Background: an optimization exercise with open tools, aiming at small area, a short achievable clock period and few clock cycles. Do not read the settings as production practice.
No run shown here included a check of the RTL's function; only the layout flow was run.
Power is estimated from default activity; no workload was simulated.

==> design.v <==
module LMFE ( clk, reset, Din, in_en, busy, out_valid, Dout, mem_cen, mem_wen, mem_addr, mem_d, mem_q);
input   clk;
input   reset;
input   in_en;
output  busy;
output  out_valid;
input   [7:0]  Din;
output  [7:0]  Dout;
output  mem_cen;
output  mem_wen;
output  [9:0]  mem_addr;
output  [7:0]  mem_d;
input   [7:0]  mem_q;
localparam S_PRE = 2'd0, S_RUN = 2'd1, S_FIN = 2'd2;
reg  [1:0]  state;
reg  [14:0] ldpos;       
reg  [2:0]  k;           
reg         busy_r, outv_r, cen_r, wen_r, seldin_r, accf;
reg  [9:0]  addr_r;
reg  [7:0]  din_r, dout_r;
assign busy      = busy_r;
assign out_valid = outv_r;
assign Dout      = dout_r;
assign mem_cen   = cen_r;
assign mem_wen   = wen_r;
assign mem_addr  = addr_r;
assign mem_d     = din_r;
wire [7:0] row6  = ldpos[14:7];
wire [6:0] ldcol = ldpos[6:0];
wire run = (state == S_RUN);
wire pre = (state == S_PRE);
wire [8:0] rr = {1'b0, row6} + {6'b0, k} - 9'd6;
wire rr_ok = ~rr[8] & ~rr[7];
  reg [7:0] P0;
  reg [7:0] P1;
  reg [7:0] P2;
  reg [7:0] P3;
  reg [7:0] P4;
  reg [7:0] P5;
  reg [7:0] P6;
  reg [7:0] P7;
  reg [7:0] P8;
  reg [7:0] P9;
  reg [7:0] P10;
  reg [7:0] P11;
  reg [7:0] P12;
  reg [7:0] P13;
  reg [7:0] P14;
  reg [7:0] P15;
  reg [7:0] P16;
  reg [7:0] P17;
  reg [7:0] P18;
  reg [7:0] P19;
  reg [7:0] P20;
  reg [7:0] P21;
  reg [7:0] P22;
  reg [7:0] P23;
  reg [7:0] P24;
  reg [7:0] P25;
  reg [7:0] P26;
  reg [7:0] P27;
  reg [7:0] P28;
  reg [7:0] P29;
  reg [7:0] P30;
  reg [7:0] P31;
  reg [7:0] P32;
  reg [7:0] P33;
  reg [7:0] P34;
  reg [7:0] P35;
  reg [7:0] P36;
  reg [7:0] P37;
  reg [7:0] P38;
  reg [7:0] P39;
  reg [7:0] P40;
  reg [7:0] P41;
  reg [7:0] P42;
  reg [7:0] P43;
  reg [7:0] P44;
  reg [7:0] P45;
  reg [7:0] P46;
  reg [7:0] P47;
  reg [7:0] P48;
  reg [7:0] P49;
  reg [7:0] P50;
  reg [7:0] P51;
  reg [7:0] P52;
  reg [7:0] P53;
  reg [7:0] P54;
  reg [7:0] P55;
  reg [7:0] P56;
  reg [7:0] P57;
  reg [7:0] P58;
  reg [7:0] P59;
  reg [7:0] P60;
  reg [7:0] P61;
  reg [7:0] P62;
  reg [7:0] P63;
  reg [7:0] P64;
  reg [7:0] P65;
  reg [7:0] P66;
  reg [7:0] P67;
  reg [7:0] P68;
  reg [7:0] P69;
wire [7:0] bus = seldin_r ? (in_en ? Din : 8'd0) : (cen_r ? 8'd0 : mem_q);
reg  [7:0] bus_rot;
always @(*) begin
  case (k)
      3'd0: bus_rot = {bus[7], bus[5], bus[4], bus[3], bus[2], bus[1], bus[0], bus[6]};
      3'd1: bus_rot = {bus[7], bus[0], bus[6], bus[5], bus[4], bus[3], bus[2], bus[1]};
      3'd2: bus_rot = {bus[7], bus[2], bus[1], bus[0], bus[6], bus[5], bus[4], bus[3]};
      3'd3: bus_rot = {bus[7], bus[4], bus[3], bus[2], bus[1], bus[0], bus[6], bus[5]};
      3'd4: bus_rot = {bus[7], bus[6], bus[5], bus[4], bus[3], bus[2], bus[1], bus[0]};
      3'd5: bus_rot = {bus[7], bus[1], bus[0], bus[6], bus[5], bus[4], bus[3], bus[2]};
      3'd6: bus_rot = {bus[7], bus[3], bus[2], bus[1], bus[0], bus[6], bus[5], bus[4]};
    default: bus_rot = bus;
  endcase
end
always @(posedge clk) begin
    P0 <= bus_rot;
    P1 <= P0;
    P2 <= P1;
    P3 <= P2;
    P4 <= P3;
    P5 <= P4;
    P6 <= P5;
    P7 <= P6;
    P8 <= P7;
    P9 <= P8;
    P10 <= P9;
    P11 <= P10;
    P12 <= P11;
    P13 <= P12;
    P14 <= P13;
    P15 <= P14;
    P16 <= P15;
    P17 <= P16;
    P18 <= P17;
    P19 <= P18;
    P20 <= P19;
    P21 <= P20;
    P22 <= P21;
    P23 <= P22;
    P24 <= P23;
    P25 <= P24;
    P26 <= P25;
    P27 <= P26;
    P28 <= P27;
    P29 <= P28;
    P30 <= P29;
    P31 <= P30;
    P32 <= P31;
    P33 <= P32;
    P34 <= P33;
    P35 <= P34;
    P36 <= P35;
    P37 <= P36;
    P38 <= P37;
    P39 <= P38;
    P40 <= P39;
    P41 <= P40;
    P42 <= P41;
    P43 <= P42;
    P44 <= P43;
    P45 <= P44;
    P46 <= P45;
    P47 <= P46;
    P48 <= P47;
    P49 <= P48;
    P50 <= P49;
    P51 <= P50;
    P52 <= P51;
    P53 <= P52;
    P54 <= P53;
    P55 <= P54;
    P56 <= P55;
    P57 <= P56;
    P58 <= P57;
    P59 <= P58;
    P60 <= P59;
    P61 <= P60;
    P62 <= P61;
    P63 <= P62;
    P64 <= P63;
    P65 <= P64;
    P66 <= P65;
    P67 <= P66;
    P68 <= P67;
    P69 <= P68;
end
wire [6:0] fcn = ldcol - 7'd3;      
reg  [6:0] colact;                  
reg  [4:0] k0;                      
always @(*) begin
  case (fcn)
    7'd0:   begin colact = 7'b0001111; k0 = 5'd4;  end
    7'd1:   begin colact = 7'b0011111; k0 = 5'd11; end
    7'd2:   begin colact = 7'b0111111; k0 = 5'd18; end
    7'd125: begin colact = 7'b1111110; k0 = 5'd18; end
    7'd126: begin colact = 7'b1111100; k0 = 5'd11; end
    7'd127: begin colact = 7'b1111000; k0 = 5'd4;  end
    default: begin colact = 7'b1111111; k0 = 5'd25; end
  endcase
end
wire [48:0] msb;
  assign msb[0] = P0[7];
  assign msb[1] = P1[7];
  assign msb[2] = P2[7];
  assign msb[3] = P3[7];
  assign msb[4] = P4[7];
  assign msb[5] = P5[7];
  assign msb[6] = P6[7];
  assign msb[7] = P7[7];
  assign msb[8] = P8[7];
  assign msb[9] = P9[7];
  assign msb[10] = P10[7];
  assign msb[11] = P11[7];
  assign msb[12] = P12[7];
  assign msb[13] = P13[7];
  assign msb[14] = P14[7];
  assign msb[15] = P15[7];
  assign msb[16] = P16[7];
  assign msb[17] = P17[7];
  assign msb[18] = P18[7];
  assign msb[19] = P19[7];
  assign msb[20] = P20[7];
  assign msb[21] = P21[7];
  assign msb[22] = P22[7];
  assign msb[23] = P23[7];
  assign msb[24] = P24[7];
  assign msb[25] = P25[7];
  assign msb[26] = P26[7];
  assign msb[27] = P27[7];
  assign msb[28] = P28[7];
  assign msb[29] = P29[7];
  assign msb[30] = P30[7];
  assign msb[31] = P31[7];
  assign msb[32] = P32[7];
  assign msb[33] = P33[7];
  assign msb[34] = P34[7];
  assign msb[35] = P35[7];
  assign msb[36] = P36[7];
  assign msb[37] = P37[7];
  assign msb[38] = P38[7];
  assign msb[39] = P39[7];
  assign msb[40] = P40[7];
  assign msb[41] = P41[7];
  assign msb[42] = P42[7];
  assign msb[43] = P43[7];
  assign msb[44] = P44[7];
  assign msb[45] = P45[7];
  assign msb[46] = P46[7];
  assign msb[47] = P47[7];
  assign msb[48] = P48[7];
reg  [2:0] ccr;                            
reg  [2:0] CC0, CC1, CC2, CC3, CC4, CC5;    
reg  [5:0] sreg;                           
reg  [6:0] colact_n, colact_r;            
reg  [4:0] k0_n, k0_r;
reg  [2:0] ccsel;
always @(*) begin
  case (k)
    3'd1:    ccsel = colact_n[2] ? CC1 : 3'd0;
    3'd2:    ccsel = colact_n[3] ? CC2 : 3'd0;
    3'd3:    ccsel = colact_n[4] ? CC3 : 3'd0;
    3'd4:    ccsel = colact_n[5] ? CC4 : 3'd0;
    3'd5:    ccsel = colact_n[6] ? CC5 : 3'd0;
    3'd6:    ccsel = colact_n[0] ? ccr : 3'd0;
    default: ccsel = 3'd0;
  endcase
end
wire [5:0] sbase = (k == 3'd1) ? (colact_n[1] ? {3'b0, CC0} : 6'd0) : sreg;
always @(posedge clk) begin
  ccr <= ((k == 3'd0) ? 3'd0 : ccr) + {2'b0, ~bus[7]};
  if (k == 3'd0) begin
    CC0 <= ccr; CC1 <= CC0; CC2 <= CC1; CC3 <= CC2; CC4 <= CC3; CC5 <= CC4;
  end
  sreg <= sbase + {3'b0, ccsel};
  if (k == 3'd0) begin
    colact_n <= colact;
    k0_n     <= k0;
  end
  if (k == 3'd6) begin
    colact_r <= colact_n;
    k0_r     <= k0_n;
  end
end
wire e7 = colact_r[0] & ~msb[0];               
wire [5:0] z7 = sreg + {5'b0, e7};
wire lt0 = (sreg < {1'b0, k0_r});
wire lt1 = (sreg < {1'b0, k0_r} - 6'd1);
wire d7 = e7 ? lt1 : lt0;                       
wire [5:0] minit = d7 ? (z7 - {1'b0, k0_r}) : (6'd0 - {1'b0, k0_r});
wire [48:0] act;
  assign act[0] = colact_r[0];
  assign act[1] = colact_r[0];
  assign act[2] = colact_r[0];
  assign act[3] = colact_r[0];
  assign act[4] = colact_r[0];
  assign act[5] = colact_r[0];
  assign act[6] = colact_r[0];
  assign act[7] = colact_r[1];
  assign act[8] = colact_r[1];
  assign act[9] = colact_r[1];
  assign act[10] = colact_r[1];
  assign act[11] = colact_r[1];
  assign act[12] = colact_r[1];
  assign act[13] = colact_r[1];
  assign act[14] = colact_r[2];
  assign act[15] = colact_r[2];
  assign act[16] = colact_r[2];
  assign act[17] = colact_r[2];
  assign act[18] = colact_r[2];
  assign act[19] = colact_r[2];
  assign act[20] = colact_r[2];
  assign act[21] = colact_r[3];
  assign act[22] = colact_r[3];
  assign act[23] = colact_r[3];
  assign act[24] = colact_r[3];
  assign act[25] = colact_r[3];
  assign act[26] = colact_r[3];
  assign act[27] = colact_r[3];
  assign act[28] = colact_r[4];
  assign act[29] = colact_r[4];
  assign act[30] = colact_r[4];
  assign act[31] = colact_r[4];
  assign act[32] = colact_r[4];
  assign act[33] = colact_r[4];
  assign act[34] = colact_r[4];
  assign act[35] = colact_r[5];
  assign act[36] = colact_r[5];
  assign act[37] = colact_r[5];
  assign act[38] = colact_r[5];
  assign act[39] = colact_r[5];
  assign act[40] = colact_r[5];
  assign act[41] = colact_r[5];
  assign act[42] = colact_r[6];
  assign act[43] = colact_r[6];
  assign act[44] = colact_r[6];
  assign act[45] = colact_r[6];
  assign act[46] = colact_r[6];
  assign act[47] = colact_r[6];
  assign act[48] = colact_r[6];
wire [48:0] finit = act & ~(msb ^ {49{d7}});
wire init = run & (k == 3'd0);
wire [67:0] tap;
  assign tap[0] = P0[0];
  assign tap[1] = P1[2];
  assign tap[2] = P2[4];
  assign tap[3] = P3[6];
  assign tap[4] = P4[1];
  assign tap[5] = P5[3];
  assign tap[6] = P6[5];
  assign tap[7] = P7[0];
  assign tap[8] = P8[2];
  assign tap[9] = P9[4];
  assign tap[10] = P10[6];
  assign tap[11] = P11[1];
  assign tap[12] = P12[3];
  assign tap[13] = P13[5];
  assign tap[14] = P14[0];
  assign tap[15] = P15[2];
  assign tap[16] = P16[4];
  assign tap[17] = P17[6];
  assign tap[18] = P18[1];
  assign tap[19] = P19[3];
  assign tap[20] = P20[5];
  assign tap[21] = P21[0];
  assign tap[22] = P22[2];
  assign tap[23] = P23[4];
  assign tap[24] = P24[6];
  assign tap[25] = P25[1];
  assign tap[26] = P26[3];
  assign tap[27] = P27[5];
  assign tap[28] = P28[0];
  assign tap[29] = P29[2];
  assign tap[30] = P30[4];
  assign tap[31] = P31[6];
  assign tap[32] = P32[1];
  assign tap[33] = P33[3];
  assign tap[34] = P34[5];
  assign tap[35] = P35[0];
  assign tap[36] = P36[2];
  assign tap[37] = P37[4];
  assign tap[38] = P38[6];
  assign tap[39] = P39[1];
  assign tap[40] = P40[3];
  assign tap[41] = P41[5];
  assign tap[42] = P42[0];
  assign tap[43] = P43[2];
  assign tap[44] = P44[4];
  assign tap[45] = P45[6];
  assign tap[46] = P46[1];
  assign tap[47] = P47[3];
  assign tap[48] = P48[5];
  assign tap[49] = P49[0];
  assign tap[50] = P50[2];
  assign tap[51] = P51[4];
  assign tap[52] = P52[6];
  assign tap[53] = P53[1];
  assign tap[54] = P54[3];
  assign tap[55] = P55[5];
  assign tap[56] = P56[0];
  assign tap[57] = P57[2];
  assign tap[58] = P58[4];
  assign tap[59] = P59[6];
  assign tap[60] = P60[1];
  assign tap[61] = P61[3];
  assign tap[62] = P62[5];
  assign tap[63] = P63[0];
  assign tap[64] = P64[2];
  assign tap[65] = P65[4];
  assign tap[66] = P66[6];
  assign tap[67] = P67[1];
wire [69:0] tapl;
  assign tapl[0] = 1'b0;
  assign tapl[1] = 1'b0;
  assign tapl[2] = P2[0];
  assign tapl[3] = P3[2];
  assign tapl[4] = P4[4];
  assign tapl[5] = P5[6];
  assign tapl[6] = P6[1];
  assign tapl[7] = P7[3];
  assign tapl[8] = P8[5];
  assign tapl[9] = P9[0];
  assign tapl[10] = P10[2];
  assign tapl[11] = P11[4];
  assign tapl[12] = P12[6];
  assign tapl[13] = P13[1];
  assign tapl[14] = P14[3];
  assign tapl[15] = P15[5];
  assign tapl[16] = P16[0];
  assign tapl[17] = P17[2];
  assign tapl[18] = P18[4];
  assign tapl[19] = P19[6];
  assign tapl[20] = P20[1];
  assign tapl[21] = P21[3];
  assign tapl[22] = P22[5];
  assign tapl[23] = P23[0];
  assign tapl[24] = P24[2];
  assign tapl[25] = P25[4];
  assign tapl[26] = P26[6];
  assign tapl[27] = P27[1];
  assign tapl[28] = P28[3];
  assign tapl[29] = P29[5];
  assign tapl[30] = P30[0];
  assign tapl[31] = P31[2];
  assign tapl[32] = P32[4];
  assign tapl[33] = P33[6];
  assign tapl[34] = P34[1];
  assign tapl[35] = P35[3];
  assign tapl[36] = P36[5];
  assign tapl[37] = P37[0];
  assign tapl[38] = P38[2];
  assign tapl[39] = P39[4];
  assign tapl[40] = P40[6];
  assign tapl[41] = P41[1];
  assign tapl[42] = P42[3];
  assign tapl[43] = P43[5];
  assign tapl[44] = P44[0];
  assign tapl[45] = P45[2];
  assign tapl[46] = P46[4];
  assign tapl[47] = P47[6];
  assign tapl[48] = P48[1];
  assign tapl[49] = P49[3];
  assign tapl[50] = P50[5];
  assign tapl[51] = P51[0];
  assign tapl[52] = P52[2];
  assign tapl[53] = P53[4];
  assign tapl[54] = P54[6];
  assign tapl[55] = P55[1];
  assign tapl[56] = P56[3];
  assign tapl[57] = P57[5];
  assign tapl[58] = P58[0];
  assign tapl[59] = P59[2];
  assign tapl[60] = P60[4];
  assign tapl[61] = P61[6];
  assign tapl[62] = P62[1];
  assign tapl[63] = P63[3];
  assign tapl[64] = P64[5];
  assign tapl[65] = P65[0];
  assign tapl[66] = P66[2];
  assign tapl[67] = P67[4];
  assign tapl[68] = P68[6];
  assign tapl[69] = P69[1];
reg  [69:0] F0;
reg  [5:0] M0;
reg  [6:0] R0;
reg  [69:0] F1;
reg  [5:0] M1;
reg  [6:0] R1;
reg  [69:0] F2;
reg  [5:0] M2;
reg  [6:0] R2;
wire [69:0] Flast = F2;
wire [5:0] mlast = M2;
wire [6:0] Rlast = R2;
wire [67:0] xc = F0[67:0] & ~tap;
wire [6:0] y;
wire [5:0] mfirst = M0;
  wire c0_1;
  wire c0_2;
  assign c0_1 = xc[0] ^ xc[1] ^ xc[2];
  assign c0_2 = (xc[0] & xc[1]) | (xc[0] & xc[2]) | (xc[1] & xc[2]);
  wire c0_3;
  wire c0_4;
  assign c0_3 = xc[3] ^ xc[4] ^ xc[5];
  assign c0_4 = (xc[3] & xc[4]) | (xc[3] & xc[5]) | (xc[4] & xc[5]);
  wire c0_5;
  wire c0_6;
  assign c0_5 = xc[6] ^ xc[7] ^ xc[8];
  assign c0_6 = (xc[6] & xc[7]) | (xc[6] & xc[8]) | (xc[7] & xc[8]);
  wire c0_7;
  wire c0_8;
  assign c0_7 = xc[9] ^ xc[10] ^ xc[11];
  assign c0_8 = (xc[9] & xc[10]) | (xc[9] & xc[11]) | (xc[10] & xc[11]);
  wire c0_9;
  wire c0_10;
  assign c0_9 = xc[12] ^ xc[13] ^ xc[14];
  assign c0_10 = (xc[12] & xc[13]) | (xc[12] & xc[14]) | (xc[13] & xc[14]);
  wire c0_11;
  wire c0_12;
  assign c0_11 = xc[15] ^ xc[16] ^ xc[17];
  assign c0_12 = (xc[15] & xc[16]) | (xc[15] & xc[17]) | (xc[16] & xc[17]);
  wire c0_13;
  wire c0_14;
  assign c0_13 = xc[18] ^ xc[19] ^ xc[20];
  assign c0_14 = (xc[18] & xc[19]) | (xc[18] & xc[20]) | (xc[19] & xc[20]);
  wire c0_15;
  wire c0_16;
  assign c0_15 = xc[21] ^ xc[22] ^ xc[23];
  assign c0_16 = (xc[21] & xc[22]) | (xc[21] & xc[23]) | (xc[22] & xc[23]);
  wire c0_17;
  wire c0_18;
  assign c0_17 = xc[24] ^ xc[25] ^ xc[26];
  assign c0_18 = (xc[24] & xc[25]) | (xc[24] & xc[26]) | (xc[25] & xc[26]);
  wire c0_19;
  wire c0_20;
  assign c0_19 = xc[27] ^ xc[28] ^ xc[29];
  assign c0_20 = (xc[27] & xc[28]) | (xc[27] & xc[29]) | (xc[28] & xc[29]);
  wire c0_21;
  wire c0_22;
  assign c0_21 = xc[30] ^ xc[31] ^ xc[32];
  assign c0_22 = (xc[30] & xc[31]) | (xc[30] & xc[32]) | (xc[31] & xc[32]);
  wire c0_23;
  wire c0_24;
  assign c0_23 = xc[33] ^ xc[34] ^ xc[35];
  assign c0_24 = (xc[33] & xc[34]) | (xc[33] & xc[35]) | (xc[34] & xc[35]);
  wire c0_25;
  wire c0_26;
  assign c0_25 = xc[36] ^ xc[37] ^ xc[38];
  assign c0_26 = (xc[36] & xc[37]) | (xc[36] & xc[38]) | (xc[37] & xc[38]);
  wire c0_27;
  wire c0_28;
  assign c0_27 = xc[39] ^ xc[40] ^ xc[41];
  assign c0_28 = (xc[39] & xc[40]) | (xc[39] & xc[41]) | (xc[40] & xc[41]);
  wire c0_29;
  wire c0_30;
  assign c0_29 = xc[42] ^ xc[43] ^ xc[44];
  assign c0_30 = (xc[42] & xc[43]) | (xc[42] & xc[44]) | (xc[43] & xc[44]);
  wire c0_31;
  wire c0_32;
  assign c0_31 = xc[45] ^ xc[46] ^ xc[47];
  assign c0_32 = (xc[45] & xc[46]) | (xc[45] & xc[47]) | (xc[46] & xc[47]);
  wire c0_33;
  wire c0_34;
  assign c0_33 = xc[48] ^ xc[49] ^ xc[50];
  assign c0_34 = (xc[48] & xc[49]) | (xc[48] & xc[50]) | (xc[49] & xc[50]);
  wire c0_35;
  wire c0_36;
  assign c0_35 = xc[51] ^ xc[52] ^ xc[53];
  assign c0_36 = (xc[51] & xc[52]) | (xc[51] & xc[53]) | (xc[52] & xc[53]);
  wire c0_37;
  wire c0_38;
  assign c0_37 = xc[54] ^ xc[55] ^ xc[56];
  assign c0_38 = (xc[54] & xc[55]) | (xc[54] & xc[56]) | (xc[55] & xc[56]);
  wire c0_39;
  wire c0_40;
  assign c0_39 = xc[57] ^ xc[58] ^ xc[59];
  assign c0_40 = (xc[57] & xc[58]) | (xc[57] & xc[59]) | (xc[58] & xc[59]);
  wire c0_41;
  wire c0_42;
  assign c0_41 = xc[60] ^ xc[61] ^ xc[62];
  assign c0_42 = (xc[60] & xc[61]) | (xc[60] & xc[62]) | (xc[61] & xc[62]);
  wire c0_43;
  wire c0_44;
  assign c0_43 = xc[63] ^ xc[64] ^ xc[65];
  assign c0_44 = (xc[63] & xc[64]) | (xc[63] & xc[65]) | (xc[64] & xc[65]);
  wire c0_45;
  wire c0_46;
  assign c0_45 = xc[66] ^ xc[67] ^ mfirst[0];
  assign c0_46 = (xc[66] & xc[67]) | (xc[66] & mfirst[0]) | (xc[67] & mfirst[0]);
  wire c0_47;
  wire c0_48;
  assign c0_47 = c0_1 ^ c0_3 ^ c0_5;
  assign c0_48 = (c0_1 & c0_3) | (c0_1 & c0_5) | (c0_3 & c0_5);
  wire c0_49;
  wire c0_50;
  assign c0_49 = c0_7 ^ c0_9 ^ c0_11;
  assign c0_50 = (c0_7 & c0_9) | (c0_7 & c0_11) | (c0_9 & c0_11);
  wire c0_51;
  wire c0_52;
  assign c0_51 = c0_13 ^ c0_15 ^ c0_17;
  assign c0_52 = (c0_13 & c0_15) | (c0_13 & c0_17) | (c0_15 & c0_17);
  wire c0_53;
  wire c0_54;
  assign c0_53 = c0_19 ^ c0_21 ^ c0_23;
  assign c0_54 = (c0_19 & c0_21) | (c0_19 & c0_23) | (c0_21 & c0_23);
  wire c0_55;
  wire c0_56;
  assign c0_55 = c0_25 ^ c0_27 ^ c0_29;
  assign c0_56 = (c0_25 & c0_27) | (c0_25 & c0_29) | (c0_27 & c0_29);
  wire c0_57;
  wire c0_58;
  assign c0_57 = c0_31 ^ c0_33 ^ c0_35;
  assign c0_58 = (c0_31 & c0_33) | (c0_31 & c0_35) | (c0_33 & c0_35);
  wire c0_59;
  wire c0_60;
  assign c0_59 = c0_37 ^ c0_39 ^ c0_41;
  assign c0_60 = (c0_37 & c0_39) | (c0_37 & c0_41) | (c0_39 & c0_41);
  wire c0_61;
  wire c0_62;
  assign c0_61 = c0_43 ^ c0_45;
  assign c0_62 = c0_43 & c0_45;
  wire c0_63;
  wire c0_64;
  assign c0_63 = c0_2 ^ c0_4 ^ c0_6;
  assign c0_64 = (c0_2 & c0_4) | (c0_2 & c0_6) | (c0_4 & c0_6);
  wire c0_65;
  wire c0_66;
  assign c0_65 = c0_8 ^ c0_10 ^ c0_12;
  assign c0_66 = (c0_8 & c0_10) | (c0_8 & c0_12) | (c0_10 & c0_12);
  wire c0_67;
  wire c0_68;
  assign c0_67 = c0_14 ^ c0_16 ^ c0_18;
  assign c0_68 = (c0_14 & c0_16) | (c0_14 & c0_18) | (c0_16 & c0_18);
  wire c0_69;
  wire c0_70;
  assign c0_69 = c0_20 ^ c0_22 ^ c0_24;
  assign c0_70 = (c0_20 & c0_22) | (c0_20 & c0_24) | (c0_22 & c0_24);
  wire c0_71;
  wire c0_72;
  assign c0_71 = c0_26 ^ c0_28 ^ c0_30;
  assign c0_72 = (c0_26 & c0_28) | (c0_26 & c0_30) | (c0_28 & c0_30);
  wire c0_73;
  wire c0_74;
  assign c0_73 = c0_32 ^ c0_34 ^ c0_36;
  assign c0_74 = (c0_32 & c0_34) | (c0_32 & c0_36) | (c0_34 & c0_36);
  wire c0_75;
  wire c0_76;
  assign c0_75 = c0_38 ^ c0_40 ^ c0_42;
  assign c0_76 = (c0_38 & c0_40) | (c0_38 & c0_42) | (c0_40 & c0_42);
  wire c0_77;
  wire c0_78;
  assign c0_77 = c0_44 ^ c0_46 ^ mfirst[1];
  assign c0_78 = (c0_44 & c0_46) | (c0_44 & mfirst[1]) | (c0_46 & mfirst[1]);
  wire c0_79;
  wire c0_80;
  assign c0_79 = c0_47 ^ c0_49 ^ c0_51;
  assign c0_80 = (c0_47 & c0_49) | (c0_47 & c0_51) | (c0_49 & c0_51);
  wire c0_81;
  wire c0_82;
  assign c0_81 = c0_53 ^ c0_55 ^ c0_57;
  assign c0_82 = (c0_53 & c0_55) | (c0_53 & c0_57) | (c0_55 & c0_57);
  wire c0_83;
  wire c0_84;
  assign c0_83 = c0_59 ^ c0_61;
  assign c0_84 = c0_59 & c0_61;
  wire c0_85;
  wire c0_86;
  assign c0_85 = c0_48 ^ c0_50 ^ c0_52;
  assign c0_86 = (c0_48 & c0_50) | (c0_48 & c0_52) | (c0_50 & c0_52);
  wire c0_87;
  wire c0_88;
  assign c0_87 = c0_54 ^ c0_56 ^ c0_58;
  assign c0_88 = (c0_54 & c0_56) | (c0_54 & c0_58) | (c0_56 & c0_58);
  wire c0_89;
  wire c0_90;
  assign c0_89 = c0_60 ^ c0_62 ^ c0_63;
  assign c0_90 = (c0_60 & c0_62) | (c0_60 & c0_63) | (c0_62 & c0_63);
  wire c0_91;
  wire c0_92;
  assign c0_91 = c0_65 ^ c0_67 ^ c0_69;
  assign c0_92 = (c0_65 & c0_67) | (c0_65 & c0_69) | (c0_67 & c0_69);
  wire c0_93;
  wire c0_94;
  assign c0_93 = c0_71 ^ c0_73 ^ c0_75;
  assign c0_94 = (c0_71 & c0_73) | (c0_71 & c0_75) | (c0_73 & c0_75);
  wire c0_95;
  wire c0_96;
  assign c0_95 = c0_64 ^ c0_66 ^ c0_68;
  assign c0_96 = (c0_64 & c0_66) | (c0_64 & c0_68) | (c0_66 & c0_68);
  wire c0_97;
  wire c0_98;
  assign c0_97 = c0_70 ^ c0_72 ^ c0_74;
  assign c0_98 = (c0_70 & c0_72) | (c0_70 & c0_74) | (c0_72 & c0_74);
  wire c0_99;
  wire c0_100;
  assign c0_99 = c0_76 ^ c0_78 ^ mfirst[2];
  assign c0_100 = (c0_76 & c0_78) | (c0_76 & mfirst[2]) | (c0_78 & mfirst[2]);
  reg [25:0] pr0;
  always @(posedge clk) pr0 <= {mfirst[5], mfirst[4], mfirst[3], c0_100, c0_98, c0_96, c0_99, c0_97, c0_95, c0_94, c0_92, c0_90, c0_88, c0_86, c0_77, c0_93, c0_91, c0_89, c0_87, c0_85, c0_84, c0_82, c0_80, c0_83, c0_81, c0_79};
  wire c1_1;
  wire c1_2;
  assign c1_1 = pr0[0] ^ pr0[1] ^ pr0[2];
  assign c1_2 = (pr0[0] & pr0[1]) | (pr0[0] & pr0[2]) | (pr0[1] & pr0[2]);
  wire c1_3;
  wire c1_4;
  assign c1_3 = pr0[3] ^ pr0[4] ^ pr0[5];
  assign c1_4 = (pr0[3] & pr0[4]) | (pr0[3] & pr0[5]) | (pr0[4] & pr0[5]);
  wire c1_5;
  wire c1_6;
  assign c1_5 = pr0[6] ^ pr0[7] ^ pr0[8];
  assign c1_6 = (pr0[6] & pr0[7]) | (pr0[6] & pr0[8]) | (pr0[7] & pr0[8]);
  wire c1_7;
  wire c1_8;
  assign c1_7 = pr0[9] ^ pr0[10] ^ pr0[11];
  assign c1_8 = (pr0[9] & pr0[10]) | (pr0[9] & pr0[11]) | (pr0[10] & pr0[11]);
  wire c1_9;
  wire c1_10;
  assign c1_9 = pr0[12] ^ pr0[13] ^ pr0[14];
  assign c1_10 = (pr0[12] & pr0[13]) | (pr0[12] & pr0[14]) | (pr0[13] & pr0[14]);
  wire c1_11;
  wire c1_12;
  assign c1_11 = pr0[15] ^ pr0[16] ^ pr0[17];
  assign c1_12 = (pr0[15] & pr0[16]) | (pr0[15] & pr0[17]) | (pr0[16] & pr0[17]);
  wire c1_13;
  wire c1_14;
  assign c1_13 = pr0[18] ^ pr0[19];
  assign c1_14 = pr0[18] & pr0[19];
  wire c1_15;
  wire c1_16;
  assign c1_15 = pr0[20] ^ pr0[21] ^ pr0[22];
  assign c1_16 = (pr0[20] & pr0[21]) | (pr0[20] & pr0[22]) | (pr0[21] & pr0[22]);
  wire c1_17;
  wire c1_18;
  assign c1_17 = c1_2 ^ c1_3 ^ c1_5;
  assign c1_18 = (c1_2 & c1_3) | (c1_2 & c1_5) | (c1_3 & c1_5);
  wire c1_19;
  wire c1_20;
  assign c1_19 = c1_4 ^ c1_6 ^ c1_8;
  assign c1_20 = (c1_4 & c1_6) | (c1_4 & c1_8) | (c1_6 & c1_8);
  wire c1_21;
  wire c1_22;
  assign c1_21 = c1_9 ^ c1_11 ^ c1_13;
  assign c1_22 = (c1_9 & c1_11) | (c1_9 & c1_13) | (c1_11 & c1_13);
  wire c1_23;
  wire c1_24;
  assign c1_23 = c1_10 ^ c1_12 ^ c1_14;
  assign c1_24 = (c1_10 & c1_12) | (c1_10 & c1_14) | (c1_12 & c1_14);
  wire c1_25;
  wire c1_26;
  assign c1_25 = c1_15 ^ pr0[23];
  assign c1_26 = c1_15 & pr0[23];
  wire c1_27;
  wire c1_28;
  assign c1_27 = c1_18 ^ c1_19 ^ c1_21;
  assign c1_28 = (c1_18 & c1_19) | (c1_18 & c1_21) | (c1_19 & c1_21);
  wire c1_29;
  wire c1_30;
  assign c1_29 = c1_20 ^ c1_22 ^ c1_23;
  assign c1_30 = (c1_20 & c1_22) | (c1_20 & c1_23) | (c1_22 & c1_23);
  wire c1_31;
  wire c1_32;
  assign c1_31 = c1_24 ^ c1_26 ^ c1_16;
  assign c1_32 = (c1_24 & c1_26) | (c1_24 & c1_16) | (c1_26 & c1_16);
  reg [11:0] pr1;
  always @(posedge clk) pr1 <= {pr0[25], c1_32, pr0[24], c1_31, c1_30, c1_25, c1_29, c1_28, c1_27, c1_7, c1_17, c1_1};
  wire cz_1;
  wire cz_2;
  assign cz_1 = pr1[4] ^ pr1[5] ^ pr1[6];
  assign cz_2 = (pr1[4] & pr1[5]) | (pr1[4] & pr1[6]) | (pr1[5] & pr1[6]);
  wire cz_3;
  wire cz_4;
  assign cz_3 = pr1[7] ^ pr1[8] ^ pr1[9];
  assign cz_4 = (pr1[7] & pr1[8]) | (pr1[7] & pr1[9]) | (pr1[8] & pr1[9]);
  wire cz_5;
  wire cz_6;
  assign cz_5 = cz_4 ^ pr1[10] ^ pr1[11];
  assign cz_6 = (cz_4 & pr1[10]) | (cz_4 & pr1[11]) | (pr1[10] & pr1[11]);
  wire [6:0] ya = {cz_6, cz_5, cz_2, cz_1, pr1[3], pr1[1], pr1[0]};
  wire [6:0] yb = {1'b0, 1'b0, cz_3, 1'b0, 1'b0, pr1[2], 1'b0};
  assign y = ya + yb;
wire d = ~y[6];
wire [69:0] Fu = Flast & ~(tapl ^ {70{d}});
always @(posedge clk) begin
  F1 <= {F0[68:0], 1'b0};
  M1 <= M0;
  R1 <= R0;
  F2 <= {F1[68:0], 1'b0};
  M2 <= M1;
  R2 <= R1;
  if (init) begin
    F0 <= {{(70-50){1'b0}}, finit, 1'b0};
    M0 <= minit;
    R0 <= {6'b0, d7};
    dout_r <= {Rlast, d};
  end else begin
    F0 <= {Fu[68:0], 1'b0};
    M0 <= d ? y[5:0] : mlast;
    R0 <= {Rlast[5:0], d};
  end
end
always @(posedge clk or posedge reset) begin
  if (reset) begin
    state    <= S_PRE;
    ldpos    <= 15'd0;
    k        <= 3'd0;
    busy_r   <= 1'b0;
    outv_r   <= 1'b0;
    cen_r    <= 1'b1;
    wen_r    <= 1'b1;
    seldin_r <= 1'b0;
  end else begin
    outv_r   <= 1'b0;
    seldin_r <= 1'b0;
    case (state)
      S_PRE: begin
        busy_r <= 1'b0;
        cen_r  <= ~in_en;
        wen_r  <= 1'b0;
        if (in_en) begin
          ldpos <= ldpos + 15'd1;
          if (ldpos == 15'd383) begin
            state    <= S_RUN;
            k        <= 3'd0;
            seldin_r <= 1'b1;
          end
        end
      end
      S_RUN: begin
        k        <= (k == 3'd6) ? 3'd0 : k + 3'd1;
        busy_r   <= ~((k == 3'd6) && (ldpos < 15'd16383));
        seldin_r <= (k == 3'd6);
        if (k == 3'd6) begin
          cen_r <= ~accf;
          wen_r <= 1'b0;
          ldpos <= ldpos + 15'd1;
        end else begin
          cen_r <= ~rr_ok;
          wen_r <= 1'b1;
        end
        if (k == 3'd0) begin
          outv_r <= (ldpos >= 15'd391);
          if (ldpos == 15'd16774) state <= S_FIN;
        end
      end
      default: begin
        busy_r <= 1'b1;
        cen_r  <= 1'b1;
        wen_r  <= 1'b1;
      end
    endcase
  end
end
always @(posedge clk) begin
  if ((pre || (run && k == 3'd0)) && in_en) din_r <= Din;
  if (run && k == 3'd0) accf <= in_en;
  if (pre || (run && k == 3'd6)) addr_r <= ldpos[9:0];
  else if (run) addr_r <= {rr[2:0], ldcol};
end
endmodule
==> run.sh <==
#!/bin/bash
# synth_recipe.tcl (not shown) runs the flow's synth.tcl, then flattens the netlist and writes it again
# the make line also repeats each setting of config.mk as NAME=value (left out here)
make -C /OpenROAD-flow-scripts/flow DESIGN_CONFIG=/design/flow/config.mk WORK_HOME=/design/flow/orfs CLKGATE_MAP_FILE= SYNTH_SCRIPT=/design/flow/synth_recipe.tcl finish
==> config.mk <==
export PLATFORM = sky130hd
export DESIGN_NAME = LMFE
export DESIGN_NICKNAME = LMFE
export VERILOG_FILES = /design/flow/design.v
export SDC_FILE = /design/flow/constraint.sdc
export NUM_CORES = 4
export LEC_CHECK = 0
export CAP_MARGIN = 20
export CORE_MARGIN = 2
export CORE_UTILIZATION = 40
export SETUP_SLACK_MARGIN = 3.5
export SLEW_MARGIN = 20
==> constraint.sdc <==
create_clock -name core_clock -period 6.0 [get_ports {clk}]
set_input_delay 1.2000 -clock core_clock [delete_from_list [all_inputs] [get_ports {clk}]]
set_output_delay 1.2000 -clock core_clock [all_outputs]
set_load 0.01 [all_outputs]
==> out/qor.yml, run 1 <==
synthesis:
  avgSynthCellArea_um2: 13.5
  syn_area_um2: 26300
  ys_seq_area_frac: 0.697
  netlist_top_cells_count: "788 x dfxtp_1, 105 x inv_1, 102 x nand3_1, 68 x fa_1, 65 x edfxtp_1"
  ys_ff_latch: 878
  ys_top_cells_by_area: "dfxtp_1 60%, edfxtp_1 7.4%, fa_1 5.2%"
  synth_cells: 1952
  async_reset_ff_frac: 0.0285
  ys.warnings.count: 1
  yosysMostFrequentCell: "dfxtp_1"
  synth_top_area_share: 0.599
  synth_area_leader_cell: "dfxtp_1"
  synth.distinct_cells: 83
  synth_ff_type: "dfxtp_1"
  synth_edf_count: 65
  syn-num-nets: 2093
grt:
  antenna_found_initial: 1
  track_usage: 0.160
  gr-total-overflow: 0
  grt_pass1_vias: 15200
  grt_pass1_wl_um: 84300
  grt_max_degree: 74
power:
  p_per_area_nw_per_um2: 394
  leakage_nw: 13.1
  power_w: 0.0129
  vdd_drop_max_mv: 0.228
worst_setup_path:
  cp-end-kind: "flip-flop"
  startpoint_type: "flip-flop"
  critPathKind: "reg2reg"
  critPathArrivalTime_ps: 3190
  regToRegStartpoint: "pr1[9]$_DFF_P_"
  rr_endpoint: "F0[35]$_DFF_P_"
  crit_path_max_fanout: 12
  cp.required_ps: 6510
  r2r_cells: 12
  r2r_slack_ps: 3310
floorplanning:
  core_area_um2: 65500
  rows: 94
  io_pins: 49
  start_util: 0.402
  fp.dieW_um: 261
  die_area_um2: 67900
  die_h_um: 261
sta:
  tightestPinTransition_ps: 924
  relSlewSlack: 0.380
  hold_viol: 0
  rsz0062_at_grt: "true"
  slew_viol_final: 0
  period_minus_slack_ps: 2690
  timing.final.setup_violations: 0
  fin_setup_tns_ps: 0
  fin_crit_sh: 0.448
  max_freq_mhz: 372
  skew_ps: 24.8
placement:
  dp.cells: 2786
  port_buffers: 48
  gp_congestion: 0.840
  detailed_place_hpwl_um: 29800
finish:
  fin_nets: 2247
  drive_above_1_share: 0.200
  fill_cells: 5422
  antenna_cells: 0
  area_growth_pct: 24.2
  stdcell_count: 3034
flow_run:
  maxCapViolations: 0
clock_network:
  cts_root_buf: "clkbuf_16"
  postCtsHoldBufs: 0
  cts_num_sinks: 878
  cts_buffers: 83
  clock_latency_ps: 630
  cts_tree: "done"
  cts_buffer_depth: 3
  htree_levels: 3
  clkTransAtPathRegs_ps: 60
detailed_routing:
  drc: 0
  final_antenna_net_count: 0
  dr.pass1.iters: 5
  dr_total_vias: 15300
  drt-total-wl_um: 58100
  drtIter0Drc: 976
  routedWlPerCell_um: 19.1
  routed_via_density: 5.04
hold_path:
  whs_path_depth: 0
  hold-path-endpoint: "P64[2]$_DFF_P_"
  min_from: "P63[2]$_DFF_P_"
  min_path_type: "reg2reg"
status:
  outcome: "complete, no violations"
cell families (layout without fill, tap and decap cells):
logic type | after synthesis | count (layout) | synth area share
compound gates | 228 | 231 | 0.0626
xor+xnor | 45 | 45 | 0.0150
fa+ha+maj | 122 | 122 | 0.0774
buf+inv | 192 | 399 | 0.0354
flops | 878 | 878 | 0.697
mux | 5 | 5 | 0.00204
simple gates | 482 | 490 | 0.110
final cells by class:
cell class	count	area, um2	share of cell area
Tap cell	864	1080	0.0331
Clock buffer	118	2430	0.0744
Multi-Input combinational cell	893	8240	0.252
Sequential cell	878	18400	0.562
Inverter	107	438	0.0134
Clock inverter	31	343	0.0105
Timing Repair Buffer	143	1790	0.0548
metrics by stage:
stage / hold slack [ps] / instance area (um2) / setup WS, ps / utilization
global placement: 310 / 27400 / 2300 / 0.419
detailed placement: 312 / 27400 / 2140 / 0.419
CTS: 304 / 31500 / 3350 / 0.481
finish: 311 / 32700 / 3310 / 0.499
floorplan: 310 / 26400 / 3470 / -
global route: 320 / 32700 / 3240 / 0.499
metal layers:
metal | wire [um] | up-vias | GRT usage | share of wire
met5 | 0 | - | 0 | 0
li1 | - | 7077 | - | -
met1 | 24600 | 7536 | 0.202 | 0.42
met3 | 3350 | 153 | 0.0333 | 0.058
met2 | 27600 | 518 | 0.268 | 0.48
met4 | 2520 | 0 | 0.0668 | 0.043
power breakdown:
group	total, W	internal [W]	switching (W)
registers	0.00631	0.00613	0.000174
logic	0.00135	0.000538	0.000813
clock network	0.00523	0.00305	0.00217
worst max path at each step:
stage                            startpoint        endpoint  slack [ps]
after floorplan           k0_r[3]$_DFFE_PN_   M0[5]$_DFF_P_        3470
after global placement     k[2]$_DFFE_PP0P_   M0[5]$_DFF_P_        2300
after detailed placement   k[2]$_DFFE_PP0P_   M0[5]$_DFF_P_        2140
final                        pr1[9]$_DFF_P_  F0[35]$_DFF_P_        3310
after global routing         pr1[9]$_DFF_P_  F0[35]$_DFF_P_        3240
after CTS                 k0_r[3]$_DFFE_PN_   M0[5]$_DFF_P_        3350
timing repair:
item,CTS,global route
resized for setup,189,140
cloned,19,15
endpoints found under the setup margin,127,92
buffers inserted,44,21
pin swaps,59,58
sequential cells by signal, summed over array words and instances, names as in the netlist, 10 cells and up:
register  cells
F0           67
addr_r       10
F1           64
F2           64
pr0          25
ldpos        15
pr1          11
placed cells by master (no fill, tap or decap), types with 19 or more instances in the layout:
master           instances
clkbuf_16               94
nand2_1                 49
a21oi_1                 21
nor2b_1                 36
buf_6                   22
inv_1                   94
nor3b_1                 41
nor3_1                  39
nand3_1                 56
dfrtp_1                 19
ha_1                    47
clkdlybuf4s15_1         26
nand4b_1                47
o21ai_0                 53
nand3_2                 45
edfxtp_1                65
xnor2_1                 26
buf_4                   40
and3_1                  24
fa_1                    65
dfxtp_1                787
nand2b_1                39
worst max-delay path, stage by stage (launching register included):
cell	delay [ps]
dfxtp_2	330
inv_2	40
fa_1	550
inv_2	60
ha_4	280
a41o_1	220
a21oi_4	80
buf_12	150
buf_12	140
clkbuf_16	190
nor3_1	230
nand4b_1	200
nand3_2	90
==> run 2, diff against run 1 <==
--- a/config.mk
+++ b/config.mk
@@ -9,4 +9,4 @@
 export CORE_MARGIN = 2
 export CORE_UTILIZATION = 40
-export SETUP_SLACK_MARGIN = 3.5
+export SETUP_SLACK_MARGIN = 3.0
 export SLEW_MARGIN = 20
==> run 2 against run 1 <==
Routed wire length down 14%. Clock power up 4.6%. Sequential cell count unchanged. Highest routed layer unchanged. Count of clock-buffer cells in the layout down 5. Still clean. Synthesized cell count unchanged.
==> out/qor.yml, run 2 <==
finish:
  largest_reg_flops: 67
  final_common_cell: "dfxtp_1"
  antenna_cells: 0
  area_growth_pct: 16.7
  most-common-layout-cells: "788 x dfxtp_1, 102 x inv_1, 102 x nand3_1, 90 x clkbuf_16, 68 x fa_1"
  reg.largest.list: "F0 x67, F1 x64, F2 x64"
  largest_register: "F0"
  drive_above_1_share: 0.102
  fin_nets: 2168
worst_setup_path:
  rr_endpoint: "F0[45]$_DFF_P_"
  regToRegStartpoint: "pr1[9]$_DFF_P_"
  r2r_slack_ps: 3100
  cp.required_ps: 4800
  startpoint_type: "flip-flop"
  cp_top_family: "flip-flops"
  critPathKind: "reg2out"
  critPathBufInv: 1
  crit_path_max_fanout: 3
  crit_path_top_delay_cell: "dfstp_2"
  crit_path_start: "cen_r$_DFF_PP1_"
  path_cells: "clkdlybuf4s50_1"
  cp-end-kind: "output port"
  critPathArrivalTime_ps: 1730
  max_stage_delay_ps: 550
  r2r_cells: 11
clock_network:
  cts_root_buf: "clkbuf_16"
  cts_tree: "done"
  cts_buffers: 84
  cts_buffer_depth: 3
  cts_num_sinks: 878
  htree_levels: 3
  clock_latency_ps: 640
  clkTransAtPathRegs_ps: 60
detailed_routing:
  drt-total-wl_um: 49700
  dr_total_vias: 14300
  drc: 0
  drtIter0Drc: 842
  final_antenna_net_count: 0
  routedWlPerCell_um: 16.8
  routed_via_density: 4.84
  dr.pass1.iters: 5
synthesis:
  synth.distinct_cells: 83
  async_reset_ff_frac: 0.0285
  synth_edf_count: 65
  avgSynthCellArea_um2: 13.5
  synth_top_area_share: 0.599
  ys_ff_latch: 878
  synth_area_leader_cell: "dfxtp_1"
  ys_top_cells_by_area: "dfxtp_1 60%, edfxtp_1 7.4%, fa_1 5.2%"
  syn-num-nets: 2093
  netlist_top_cells_count: "788 x dfxtp_1, 105 x inv_1, 102 x nand3_1, 68 x fa_1, 65 x edfxtp_1"
  synth_ff_type: "dfxtp_1"
  syn_area_um2: 26300
  ys.warnings.count: 1
  ys_seq_area_frac: 0.697
  yosysMostFrequentCell: "dfxtp_1"
  synth_cells: 1952
power:
  vdd_drop_max_mv: 0.206
  p_per_area_nw_per_um2: 413
  leakage_nw: 12.3
flow_run:
  maxCapViolations: 0
hold_path:
  min_path_type: "reg2reg"
  hold-path-endpoint: "P64[5]$_DFF_P_"
  whs_path_depth: 0
  min_from: "P63[5]$_DFF_P_"
grt:
  grt_max_degree: 96
  met3_usage: 0.0271
  use_met1: 0.191
  use_met2: 0.240
  gr-total-overflow: 0
  antenna_found_initial: 1
  grt_pass1_wl_um: 77800
  top_usage_layer: "met2"
  track_usage: 0.145
  grt_pass1_vias: 14500
floorplanning:
  fp.dieW_um: 261
  start_util: 0.402
  die_area_um2: 67900
  io_pins: 49
  die_h_um: 261
  rows: 94
  core_area_um2: 65500
sta:
  skew_ps: 27.9
  fin_setup_tns_ps: 0
  hold_slack_ps: 308
  period_minus_slack_ps: 2930
  tightestPinTransition_ps: 1110
  slew_viol_final: 0
  hold_viol: 0
  timing.final.setup_violations: 0
  rsz0062_at_grt: "true"
  relSlewSlack: 0.256
  fin_crit_sh: 0.488
  max_freq_mhz: 342
placement:
  gp_congestion: 0.873
  detailed_place_hpwl_um: 29700
  port_buffers: 48
status:
  outcome: "complete, no violations"
run 2: cell counts after synthesis:
Identical to the previous run, type by type.
run 2: cell families (layout without fill, tap and decap cells):
family / count (synthesis) / after routing / share of synthesized area
flops: 878 / 878 / 0.697
buf+inv: 192 / 330 / 0.0354
fa+ha+maj: 122 / 122 / 0.0774
compound gates: 228 / 228 / 0.0626
simple gates: 482 / 485 / 0.110
mux: 5 / 5 / 0.00204
xor+xnor: 45 / 45 / 0.0150
run 2: where the power goes:
part           total (W)  switching, W  leakage [nW]  internal, W
Sequential       0.00630      0.000165          7.42      0.00613
Combinational   0.000930      0.000570          3.41     0.000360
Clock            0.00547       0.00221          1.45      0.00326
run 2: layout make-up:
| cell class | count | area, um2 |
|---|---|---|
| tap | 864 | 1080 |
| clock inverter | 39 | 529 |
| fill | 5685 | 34800 |
| clock buffer | 113 | 2420 |
| inverter | 107 | 412 |
| timing repair buffer | 71 | 769 |
| multi-input combinational | 885 | 7140 |
| sequential | 878 | 18400 |
run 2: how the worst max path moves through the flow:
stage,to,slack [ps],cells after the start
3_3_place_gp,F0[1]$_SDFF_PN0_,2370,8
3_5_place_dp,F0[1]$_SDFF_PN0_,2190,8
2_1_floorplan,M0[5]$_DFF_P_,3350,12
5_1_grt,F0[1]$_SDFF_PN0_,2960,8
4_1_cts,F0[51]$_SDFF_PP0_,2850,9
6_report,mem_cen,3070,1
run 2: stage by stage:
stage	setup WS [ps]	power (W)	instances	util	instance area [um2]
3_5_place_dp	2190	0.00729	2786	0.419	27400
6_report	3070	0.0127	2957	0.469	30700
3_3_place_gp	2370	0.00726	2786	0.419	27400
2_1_floorplan	3350	0.00705	1952	-	26300
4_1_cts	2850	0.0128	2942	0.465	30500
5_1_grt	2960	0.0132	2957	0.469	30700
run 2: per-layer routing:
metal / share of wire / wire length [um]
met1: 0.45 / 22500
met2: 0.48 / 23900
met3: 0.047 / 2350
met4: 0.020 / 998
met5: 0 / 0
run 2: what timing repair did:
| item | in CTS | in global routing |
|---|---|---|
| cloned | 3 | 6 |
| buffers inserted | 1 | 9 |
| resized for setup | 13 | 26 |
| endpoints found under the setup margin | 88 | 70 |
| pin swaps | 3 | 6 |
| hold buffers | 0 | 0 |
==> run 3, diff against run 2 <==
--- a/design.v
+++ b/design.v
@@ -255,6 +255,6 @@
 reg  [2:0] CC0, CC1, CC2, CC3, CC4, CC5;    
 reg  [5:0] sreg;                           
-reg  [6:0] colact_n, colact_r;            
-reg  [4:0] k0_n, k0_r;
+reg  [6:0] colact_n;                      
+reg  [4:0] k0_n;
 reg  [2:0] ccsel;
 always @(*) begin
@@ -270,4 +270,6 @@
 end
 wire [5:0] sbase = (k == 3'd1) ? (colact_n[1] ? {3'b0, CC0} : 6'd0) : sreg;
+wire [5:0] snext = sbase + {3'b0, ccsel};
+wire [5:0] sfin  = sreg + {3'b0, colact_n[0] ? ccr : 3'd0};    
 always @(posedge clk) begin
   ccr <= ((k == 3'd0) ? 3'd0 : ccr) + {2'b0, ~bus[7]};
@@ -275,70 +277,69 @@
     CC0 <= ccr; CC1 <= CC0; CC2 <= CC1; CC3 <= CC2; CC4 <= CC3; CC5 <= CC4;
   end
-  sreg <= sbase + {3'b0, ccsel};
+  sreg <= snext;
   if (k == 3'd0) begin
     colact_n <= colact;
     k0_n     <= k0;
   end
-  if (k == 3'd6) begin
-    colact_r <= colact_n;
-    k0_r     <= k0_n;
-  end
 end
-wire e7 = colact_r[0] & ~msb[0];               
+wire e7 = colact_n[0] & ~msb[0];               
 wire [5:0] z7 = sreg + {5'b0, e7};
-wire lt0 = (sreg < {1'b0, k0_r});
-wire lt1 = (sreg < {1'b0, k0_r} - 6'd1);
+reg lt0, lt1;
+always @(posedge clk) begin
+  lt0 <= (sfin < {1'b0, k0_n});
+  lt1 <= (sfin < {1'b0, k0_n} - 6'd1);
+end
 wire d7 = e7 ? lt1 : lt0;                       
-wire [5:0] minit = d7 ? (z7 - {1'b0, k0_r}) : (6'd0 - {1'b0, k0_r});
+wire [5:0] minit = d7 ? (z7 - {1'b0, k0_n}) : (6'd0 - {1'b0, k0_n});
 wire [48:0] act;
-  assign act[0] = colact_r[0];
-  assign act[1] = colact_r[0];
-  assign act[2] = colact_r[0];
-  assign act[3] = colact_r[0];
-  assign act[4] = colact_r[0];
-  assign act[5] = colact_r[0];
-  assign act[6] = colact_r[0];
-  assign act[7] = colact_r[1];
-  assign act[8] = colact_r[1];
-  assign act[9] = colact_r[1];
-  assign act[10] = colact_r[1];
-  assign act[11] = colact_r[1];
-  assign act[12] = colact_r[1];
-  assign act[13] = colact_r[1];
-  assign act[14] = colact_r[2];
-  assign act[15] = colact_r[2];
-  assign act[16] = colact_r[2];
-  assign act[17] = colact_r[2];
-  assign act[18] = colact_r[2];
-  assign act[19] = colact_r[2];
-  assign act[20] = colact_r[2];
-  assign act[21] = colact_r[3];
-  assign act[22] = colact_r[3];
-  assign act[23] = colact_r[3];
-  assign act[24] = colact_r[3];
-  assign act[25] = colact_r[3];
-  assign act[26] = colact_r[3];
-  assign act[27] = colact_r[3];
-  assign act[28] = colact_r[4];
-  assign act[29] = colact_r[4];
-  assign act[30] = colact_r[4];
-  assign act[31] = colact_r[4];
-  assign act[32] = colact_r[4];
-  assign act[33] = colact_r[4];
-  assign act[34] = colact_r[4];
-  assign act[35] = colact_r[5];
-  assign act[36] = colact_r[5];
-  assign act[37] = colact_r[5];
-  assign act[38] = colact_r[5];
-  assign act[39] = colact_r[5];
-  assign act[40] = colact_r[5];
-  assign act[41] = colact_r[5];
-  assign act[42] = colact_r[6];
-  assign act[43] = colact_r[6];
-  assign act[44] = colact_r[6];
-  assign act[45] = colact_r[6];
-  assign act[46] = colact_r[6];
-  assign act[47] = colact_r[6];
-  assign act[48] = colact_r[6];
+  assign act[0] = colact_n[0];
+  assign act[1] = colact_n[0];
+  assign act[2] = colact_n[0];
+  assign act[3] = colact_n[0];
+  assign act[4] = colact_n[0];
+  assign act[5] = colact_n[0];
+  assign act[6] = colact_n[0];
+  assign act[7] = colact_n[1];
+  assign act[8] = colact_n[1];
+  assign act[9] = colact_n[1];
+  assign act[10] = colact_n[1];
+  assign act[11] = colact_n[1];
+  assign act[12] = colact_n[1];
+  assign act[13] = colact_n[1];
+  assign act[14] = colact_n[2];
+  assign act[15] = colact_n[2];
+  assign act[16] = colact_n[2];
+  assign act[17] = colact_n[2];
+  assign act[18] = colact_n[2];
+  assign act[19] = colact_n[2];
+  assign act[20] = colact_n[2];
+  assign act[21] = colact_n[3];
+  assign act[22] = colact_n[3];
+  assign act[23] = colact_n[3];
+  assign act[24] = colact_n[3];
+  assign act[25] = colact_n[3];
+  assign act[26] = colact_n[3];
+  assign act[27] = colact_n[3];
+  assign act[28] = colact_n[4];
+  assign act[29] = colact_n[4];
+  assign act[30] = colact_n[4];
+  assign act[31] = colact_n[4];
+  assign act[32] = colact_n[4];
+  assign act[33] = colact_n[4];
+  assign act[34] = colact_n[4];
+  assign act[35] = colact_n[5];
+  assign act[36] = colact_n[5];
+  assign act[37] = colact_n[5];
+  assign act[38] = colact_n[5];
+  assign act[39] = colact_n[5];
+  assign act[40] = colact_n[5];
+  assign act[41] = colact_n[5];
+  assign act[42] = colact_n[6];
+  assign act[43] = colact_n[6];
+  assign act[44] = colact_n[6];
+  assign act[45] = colact_n[6];
+  assign act[46] = colact_n[6];
+  assign act[47] = colact_n[6];
+  assign act[48] = colact_n[6];
 wire [48:0] finit = act & ~(msb ^ {49{d7}});
 wire init = run & (k == 3'd0);
@@ -782,5 +783,7 @@
   assign y = ya + yb;
 wire d = ~y[6];
-wire [69:0] Fu = Flast & ~(tapl ^ {70{d}});
+wire [69:0] Fu1 = Flast & tapl;
+wire [69:0] Fu0 = Flast & ~tapl;
+wire [69:0] Fi  = {{(70-50){1'b0}}, finit, 1'b0};
 always @(posedge clk) begin
   F1 <= {F0[68:0], 1'b0};
@@ -790,14 +793,13 @@
   M2 <= M1;
   R2 <= R1;
+  F0 <= d ? (init ? Fi : {Fu1[68:0], 1'b0}) : (init ? Fi : {Fu0[68:0], 1'b0});
   if (init) begin
-    F0 <= {{(70-50){1'b0}}, finit, 1'b0};
     M0 <= minit;
     R0 <= {6'b0, d7};
-    dout_r <= {Rlast, d};
   end else begin
-    F0 <= {Fu[68:0], 1'b0};
     M0 <= d ? y[5:0] : mlast;
     R0 <= {Rlast[5:0], d};
   end
+  dout_r <= {Rlast, d};    
 end
 always @(posedge clk or posedge reset) begin
==> flow/run.sh (new file) <==
#!/bin/bash
# The standard layout (the standard.sh, unchanged synthesis script and
# settings from config.mk), with two changes to how cells are chosen:
# - ADDER_MAP_FILE is empty, so ORFS's synth.tcl skips extract_fa and ABC maps
#   the adder trees from plain gates (faster than sky130 fa_1 cells);
# - every input and output port still gets its own buffer, but a buf_4
#   instead of the clkdlybuf4s50_1 delay cell buffer_ports picks by default.
# Registers are unaffected.
set -euo pipefail
export ADDER_MAP_FILE=
export BUFFER_PORTS_ARGS="-buffer_cell sky130_fd_sc_hd__buf_4"
bash standard.sh > standard.log 2>&1
==> standard.sh (new file) <==
#!/bin/bash
# synth_recipe.tcl (not shown) runs the flow's synth.tcl, then flattens the netlist and writes it again
# the make line also repeats each setting of config.mk as NAME=value (left out here)
make -C /OpenROAD-flow-scripts/flow DESIGN_CONFIG=/design/flow/config.mk WORK_HOME=/design/flow/orfs CLKGATE_MAP_FILE= SYNTH_SCRIPT=/design/flow/synth_recipe.tcl "${@:-finish}"
--- a/config.mk
+++ b/config.mk
@@ -9,4 +9,7 @@
 export CORE_MARGIN = 2
 export CORE_UTILIZATION = 40
-export SETUP_SLACK_MARGIN = 3.0
+export CTS_BUF_LIST = sky130_fd_sc_hd__clkbuf_16
+export CTS_CLUSTER_DIAMETER = 60
+export CTS_CLUSTER_SIZE = 30
+export SETUP_SLACK_MARGIN = 3.5
 export SLEW_MARGIN = 20
removed: run.sh
==> run 3 against run 2 <==
Clock power is 32% lower. Via count is 8.9% lower. Still clean. Sequential cell count is 8 lower. Critical path type is now reg2reg.
==> out/qor.yml, run 3 <==
finish:
  design_area_um2: 29000
  reg.largest.list: "F0 x67, F1 x64, F2 x64"
  final_common_cell: "dfxtp_1"
  fin_nets: 1977
  largest_register: "F0"
  most-common-layout-cells: "792 x dfxtp_1, 206 x xnor2_1, 81 x buf_4, 78 x nor2b_1"
  stdcell_count: 2835
  drive_above_1_share: 0.135
  antenna_cells: 0
  largest_reg_flops: 67
  area_growth_pct: 14.4
synthesis:
  yosysMostFrequentCell: "dfxtp_1"
  ys.warnings.count: 1
  ys_top_cells_by_area: "dfxtp_1 63%, xnor2_1 7.2%, edfxtp_1 5.6%"
  synth_ff_type: "dfxtp_1"
  ys_seq_area_frac: 0.711
  syn-num-nets: 1901
  ys_ff_latch: 870
  synth_cells: 1882
  synth_area_leader_cell: "dfxtp_1"
  synth_edf_count: 47
  netlist_top_cells_count: "798 x dfxtp_1, 209 x xnor2_1, 82 x nor2b_1, 75 x nand2_1, 72 x nor2_1"
  async_reset_ff_frac: 0.0287
  synth.distinct_cells: 74
  avgSynthCellArea_um2: 13.5
  syn_area_um2: 25300
  synth_top_area_share: 0.630
sta:
  timing.final.setup_violations: 0
  hold_viol: 0
  hold_slack_ps: 316
  tightestPinTransition_ps: 976
  max_freq_mhz: 393
  worst_slack_ps: 3450
  period_minus_slack_ps: 2550
  fin_setup_tns_ps: 0
  slew_viol_final: 0
  fin_crit_sh: 0.424
  rsz0062_at_grt: "true"
  skew_ps: 27.0
  relSlewSlack: 0.349
clock_network:
  cts_buffer_depth: 3
  clock_latency_ps: 630
  cts_root_buf: "clkbuf_16"
  cts_buffers: 45
  htree_levels: 2
  cts_num_sinks: 870
  clkTransAtPathRegs_ps: 100
  cts_tree: "done"
  postCtsHoldBufs: 0
worst_setup_path:
  critPathArrivalTime_ps: 3050
  crit_path_max_fanout: 7
  cp-end-kind: "flip-flop"
  crit_path_top_delay_cell: "xor3_2"
  cp.required_ps: 6510
  critPathKind: "reg2reg"
  path_cells: "xor3_2, o211ai_2, nand2_2, and3_4, a221o_4, buf_12, clkbuf_16, xnor2_2, a32o_1"
  max_stage_delay_ps: 480
  startpoint_type: "flip-flop"
grt:
  gr-total-overflow: 0
  grt_max_degree: 52
  grt_pass1_wl_um: 68700
  track_usage: 0.130
  grt_pass1_vias: 12900
  antenna_found_initial: 0
detailed_routing:
  routedWlPerCell_um: 15.4
  routed_via_density: 4.60
  drtIter0Drc: 920
  dr.pass1.iters: 5
  wl_met1_um: 21000
  final_antenna_net_count: 0
  drt-total-wl_um: 43700
  wl_met3_um: 1610
  drc: 0
  highest_layer: "met4"
  dr_total_vias: 13000
  dr_wl_met2_um: 20300
status:
  outcome: "complete, no violations"
flow_run:
  maxCapViolations: 0
floorplanning:
  die_area_um2: 65400
  rows: 92
  fp.dieW_um: 256
  die_h_um: 256
  io_pins: 49
  core_area_um2: 62900
  start_util: 0.403
hold_path:
  min_path_type: "reg2reg"
power:
  vdd_drop_max_mv: 0.176
  p_per_area_nw_per_um2: 356
  leakage_nw: 11.3
placement:
  port_buffers: 48
  detailed_place_hpwl_um: 27200
  gp_congestion: 0.775
  preCtsSetupSlack_ps: 2320
  dp.cells: 2712
  place_area_um2: 26500
[run 3: worst paths after layout]
kind / startpoint / to / slack, ps / depth (start not counted)
max: pr1[8]$_DFF_P_ / F0[16]$_DFF_P_ / 3450 / 9
min: P62[0]$_DFF_P_ / P63[0]$_DFF_P_ / 320 / 0
max reg2reg: pr1[8]$_DFF_P_ / F0[16]$_DFF_P_ / 3450 / 9
min reg2reg: P62[0]$_DFF_P_ / P63[0]$_DFF_P_ / 320 / 0
max in group asynchronous: reset / k[1]$_DFFE_PP0P_ / 4470 / 2
min in group asynchronous: reset / ldpos[9]$_DFFE_PP0P_ / 810 / 2
[run 3: kinds of logic after synthesis]
| group | after synthesis | synth area share |
|---|---|---|
| compound gates | 223 | 0.0635 |
| xor+xnor | 287 | 0.111 |
| fa+ha+maj | 57 | 0.0226 |
| buf+inv | 87 | 0.0159 |
| flops | 870 | 0.711 |
| mux | 12 | 0.00489 |
| simple gates | 346 | 0.0709 |
[run 3: power by group]
part           internal (W)  leakage, nW  switching, W
sequential          0.00605         7.31      0.000162
combinational      0.000202         3.22      0.000198
clock               0.00169        0.810       0.00204
total               0.00794         11.3       0.00240
[run 3: final cells by class]
cell class | count | area [um2]
inverter | 18 | 76.3
clock buffer | 45 | 1130
sequential | 870 | 18000
timing repair buffer | 97 | 910
clock inverter | 33 | 556
fill | 5635 | 33900
multi-input combinational | 926 | 7230
tap | 846 | 1060
[run 3: metrics by stage]
step,total power (W),util
6_report,0.0103,0.461
5_1_grt,0.0107,0.461
4_1_cts,0.0105,0.454
3_5_place_dp,0.00673,0.421
3_3_place_gp,0.00671,0.421
2_1_floorplan,0.00657,-
[run 3: what timing repair did]
action / 4_1_cts / 5_1_grt
buffers inserted: 22 / 17
cloned: 2 / 4
pin swaps: 13 / 43
resized for setup: 43 / 42
endpoints found under the setup margin: 110 / 79
[run 3: worst max-delay path, delay by kind of cell, from the launching register on]
family | cells | cell delay [ps]
buf+inv | 2 | 350
compound gates | 3 | 780
flops | 1 | 350
xor+xnor | 2 | 620
simple gates | 2 | 310
[run 3: metal layers]
metal / vias to the layer above / GRT usage
met5: - / 0
met1: 6291 / 0.178
met3: 61 / 0.0219
met4: 0 / 0.0357
li1: 6472 / -
met2: 223 / 0.214

-- static timing again, ports no longer ideal --
How much do the figures lean on ideal ports? The routed layouts below were timed once more, with nothing changed but the port constraints.
Step 1 assumes that a clkbuf_16 drives the clock port and a buf_2 every other input.
Step 2, shift: input delay + t, output delay - t, t = (earliest + latest rising clock arrival at the registers) / 2. This alone moves slack from input paths to output paths.
Slacks: no drivers / after step 1 / after step 2; pairs: no drivers / after step 1.
run	t, ns	setup slack, ns	pins driven straight from the clock port
run 1	0.681	3.314 / 3.314 / 2.902	1
run 2	0.684	3.072 / 3.013 / 2.583	1
run 3	0.669	3.453 / 3.453 / 3.105	1
After both steps every run listed still meets setup and hold. The setup slack of run 2, which loses most, moves by -0.059 ns with the drivers and by -0.489 ns with both steps.
